This design comes from an exercise in tuning for small area on the open sky130 flow, not from production work.
The RTL was checked by simulation tests, not by an equivalence proof against the original design.
No activity file was given, so power comes from the tool's default toggle rates.

## events_to_apb
module events_to_apb (
  input   logic         clk,
  input   logic         reset,
  input   logic         event_a_i,
  input   logic         event_b_i,
  input   logic         event_c_i,
  output  logic         apb_psel_o,
  output  logic         apb_penable_o,
  output  logic [31:0]  apb_paddr_o,
  output  logic         apb_pwrite_o,
  output  logic [31:0]  apb_pwdata_o,
  input   logic         apb_pready_i
);
export LEC_CHECK = 0
export CAP_MARGIN = 20
export CORE_MARGIN = 2
export CORE_UTILIZATION = 40
export SLEW_MARGIN = 20
create_clock -name core_clock -period 5.0 [get_ports {clk}]
standard.sh (not shown) runs the stock make flow with config.mk's settings and CLKGATE_MAP_FILE= SYNTH_SCRIPT=/design/flow/synth_recipe.tcl, a recipe that flattens the netlist after the stock synthesis.
==> flow/flow/run.sh <==
#!/bin/bash
set -euo pipefail
export BUFFER_PORTS_ARGS="-buffer_cell sky130_fd_sc_hd__buf_1"
export CTS_ARGS="-sink_clustering_enable -repair_clock_nets -dont_use_dummy_load -buf_list {sky130_fd_sc_hd__clkbuf_2 sky130_fd_sc_hd__clkbuf_4} -root_buf sky130_fd_sc_hd__clkbuf_4 -sink_clustering_size 20 -sink_clustering_max_diameter 60"
bash standard.sh finish > flow_make.log 2>&1
Rerun with:
==> flow/flow/run.sh (replaced) <==
#!/bin/bash
# Standard ORFS layout with small port buffers and a clock tree without
# dummy load cells. Synthesis is the standard synthesis, unchanged.
set -euo pipefail
export BUFFER_PORTS_ARGS="-buffer_cell sky130_fd_sc_hd__buf_1"
export CTS_ARGS="-sink_clustering_enable -repair_clock_nets -dont_use_dummy_load"
bash standard.sh finish > flow_make.log 2>&1
Count of clock-buffer cells in the layout does not change.
Worst setup slack hardly moves.
Via count is lower by 0.90%.
Power is higher by 9.6%.
Rerun with:
==> flow/run.sh (new file) <==
#!/bin/bash
# synth_recipe.tcl (not shown) runs the flow's synth.tcl, then flattens the netlist and writes it again
# the make line also repeats each setting of config.mk as NAME=value (left out here)
make -C /OpenROAD-flow-scripts/flow DESIGN_CONFIG=/design/flow/config.mk WORK_HOME=/design/flow/orfs CLKGATE_MAP_FILE= SYNTH_SCRIPT=/design/flow/synth_recipe.tcl finish
removed: flow/flow/run.sh
removed: flow/standard.sh
What happened: Wire length is higher by a few percent. Non-clock buffer count is higher by 1. Combinational power is higher by a quarter to a third. Clock skew is lower by 0.011 ns. Synthesized cell count does not change. Total power is higher by roughly a tenth. Area after synthesis does not change. Cell area is higher by a little under a tenth. Setup slack gets worse by 0.042 ns. Count of clock-buffer cells in the layout is higher by 6. Cell count is higher slightly.

* * *

Setup of job 3275:
events_to_apb, a different RTL version from the one above (not shown whole).
Size: about 340 cells after synthesis, about 73 I/O pins, about 0.0029 mm2 of cells after synthesis.
export LEC_CHECK = 0
export CAP_MARGIN = 20
export CORE_MARGIN = 2
export CORE_UTILIZATION = 65
export GPL_TIMING_DRIVEN = 0
export SLEW_MARGIN = 20
create_clock -name core_clock -period 5.0 [get_ports {clk}]
==> flow/flow/run.sh <==
#!/bin/bash
# Layout flow: the standard ORFS flow with
#  - synthesis through synth_recipe.tcl with an area-oriented ABC script,
#  - sky130_fd_sc_hd__buf_1 as the port buffer cell,
#  - a clock tree built from clkbuf_4 cells, without dummy load cells.
# Each tool's log stays in orfs/logs/; make's own output goes to flow_make.log.
set -euo pipefail
W=$(pwd)
export OWN_WORK="$W"
export OWN_ABC_SCRIPT="$W/flow/abc_area.script"
export BUFFER_PORTS_ARGS="-buffer_cell sky130_fd_sc_hd__buf_1"
export CTS_ARGS="-sink_clustering_enable -repair_clock_nets -dont_use_dummy_load -buf_list {sky130_fd_sc_hd__clkbuf_4} -root_buf sky130_fd_sc_hd__clkbuf_4 -sink_clustering_size 30 -sink_clustering_max_diameter 100"
export SKIP_REPAIR_TIE_FANOUT=1
bash standard.sh SYNTH_SCRIPT="$W/flow/own_synth.tcl" ADDER_MAP_FILE= finish > "$W/flow_make.log" 2>&1
==> flow/flow/abc_area.script <==
&get -n
&st
&dch -f
&nf -R 1000 -p
&put
topo
==> flow/flow/own_synth.tcl <==
# The standard synthesis (synth_recipe.tcl, unchanged), except that the
# ABC mapping step reads an area-oriented ABC script. Flip-flops are mapped
# before ABC runs, so the registers are the standard synthesis's.
proc abc {args} {
  set i [lsearch -exact $args -script]
  if {$i >= 0} {
    set args [lreplace $args [expr {$i + 1}] [expr {$i + 1}] $::env(OWN_ABC_SCRIPT)]
  }
  yosys abc {*}$args
}
source $::env(OWN_WORK)/synth_recipe.tcl
The inputs of job 6517 differ from those of job 3275 as listed below.
- CORE_UTILIZATION now 80, was 65
- GPL_TIMING_DRIVEN no longer set, was 0
==> run notes <==
Job 6517 vs job 3275, final critical path time including I/O delays and setup went up by 0.011 ns. Re combinational share of power: job 6517 and job 3275 aren't equal, and the lower value belongs to job 6517. The lower post-route total power of job 6517 and job 3275 is in job 6517.
The inputs of job 2250 differ from those of job 6517 as listed below.
- GPL_TIMING_DRIVEN: unset -> 0
Findings:
- Job 6517 has lower shortest period the worst path allows than job 2250.
- Job 6517 → job 2250: wire length of the first global-routing pass moved up; clock tree cell share of total cell area moved down; cell area after layout moved up.
- Compared with job 6517, job 2250 shows a higher power consumption.
Modified inputs, job 6134 compared to job 2250
- changing CORE_UTILIZATION from 80 to 75
- removing GPL_TIMING_DRIVEN (formerly 0)
==> flow/flow/run.sh <==
#!/bin/bash
# Layout flow: the standard ORFS flow (standard.sh) with
#  - synthesis through synth_recipe.tcl, but with an area-oriented ABC script,
#    no xor2/xnor2 cells in ABC's mapping, and no yosys full/half-adder
#    extraction (ADDER_MAP_FILE empty), so ABC maps the counters;
#  - sky130_fd_sc_hd__buf_1 as the port buffer cell;
#  - a clock tree of clkbuf_4 cells, without dummy load cells;
#  - one tie cell for the constant outputs (no tie fanout repair).
# Each tool's log stays in orfs/logs/; make's own output goes to flow_make.log.
set -euo pipefail
W=$(pwd)
export OWN_WORK="$W"
export OWN_ABC_SCRIPT="$W/flow/abc_area.script"
export OWN_ABC_DONTUSE="sky130_fd_sc_hd__xor2_1 sky130_fd_sc_hd__xnor2_1"
export BUFFER_PORTS_ARGS="-buffer_cell sky130_fd_sc_hd__buf_1"
export CTS_ARGS="-sink_clustering_enable -repair_clock_nets -dont_use_dummy_load -buf_list {sky130_fd_sc_hd__clkbuf_4} -root_buf sky130_fd_sc_hd__clkbuf_4 -sink_clustering_size 30 -sink_clustering_max_diameter 100"
export SKIP_REPAIR_TIE_FANOUT=1
bash standard.sh SYNTH_SCRIPT="$W/flow/own_synth.tcl" ADDER_MAP_FILE= finish > "$W/flow_make.log" 2>&1
==> flow/flow/own_synth.tcl <==
# The standard synthesis (synth_recipe.tcl, unchanged), except for the
# ABC mapping step: it reads an area-oriented ABC script and may leave out
# some more cells (OWN_ABC_DONTUSE). Flip-flops are mapped before ABC runs,
# so the registers are the standard synthesis's.
proc abc {args} {
  set i [lsearch -exact $args -script]
  if {$i >= 0} {
    set args [lreplace $args [expr {$i + 1}] [expr {$i + 1}] $::env(OWN_ABC_SCRIPT)]
  }
  if {[info exists ::env(OWN_ABC_DONTUSE)]} {
    foreach c $::env(OWN_ABC_DONTUSE) { lappend args -dont_use $c }
  }
  yosys abc {*}$args
}
source $::env(OWN_WORK)/synth_recipe.tcl
[summary]
From job 6134 to job 2250, count of max-cap constraint violations did not move at all. Per the comparison of job 6134 with job 2250, synthesized area per cell now smaller; cell area after layout now smaller; global-route track usage on met2 now smaller; non-filler instance count after layout now smaller; core area now larger.

## what the ideal ports hide
How much do the figures lean on ideal ports? The routed layouts below were timed once more, with nothing changed but the port constraints.
Step 1, drivers: a clkbuf_16 drives clk and a buf_2 each remaining input, both assumed.
Step 2 times the ports against the registers' clock, not the clock port: input delays grow and output delays shrink by t, the midpoint of the rising clock arrivals with the driver on.
Three values: no drivers, after step 1, after step 2; two values: the first two.
| run | t, ns | setup slack, ns | hold slack, ns | latest minus earliest clock arrival (ns) | pins driven straight from the clock port |
|---|---|---|---|---|---|
| the first run of note 1 | 0.419 | 1.915 / 1.915 / 1.915 | 0.463 / 0.463 / 0.463 | 0.028 / 0.028 | 1 |
| the second run of note 1 | 0.363 | 1.914 / 1.914 / 1.914 | 0.458 / 0.458 / 0.458 | 0.019 / 0.018 | 1 |
| the third run of note 1 | 0.372 | 1.872 / 1.882 / 1.510 | 0.454 / 0.454 / 0.454 | 0.007 / 0.007 | 1 |
| job 3275 | 0.430 | 1.218 / 1.216 / 0.786 | 0.437 / 0.437 / 0.437 | 0.025 / 0.024 | 1 |
| job 6517 | 0.434 | 1.207 / 1.212 / 0.778 | 0.436 / 0.436 / 0.436 | 0.039 / 0.040 | 1 |
| job 2250 | 0.418 | 1.025 / 1.027 / 0.608 | 0.440 / 0.440 / 0.440 | 0.025 / 0.025 | 1 |
| job 6134 | 0.417 | 1.194 / 1.194 / 0.777 | 0.439 / 0.439 / 0.439 | 0.023 / 0.024 | 1 |
After both steps every run listed still meets setup and hold. The setup slack of job 3275, which loses most, moves by -0.002 ns with the drivers and by -0.432 ns with both steps.
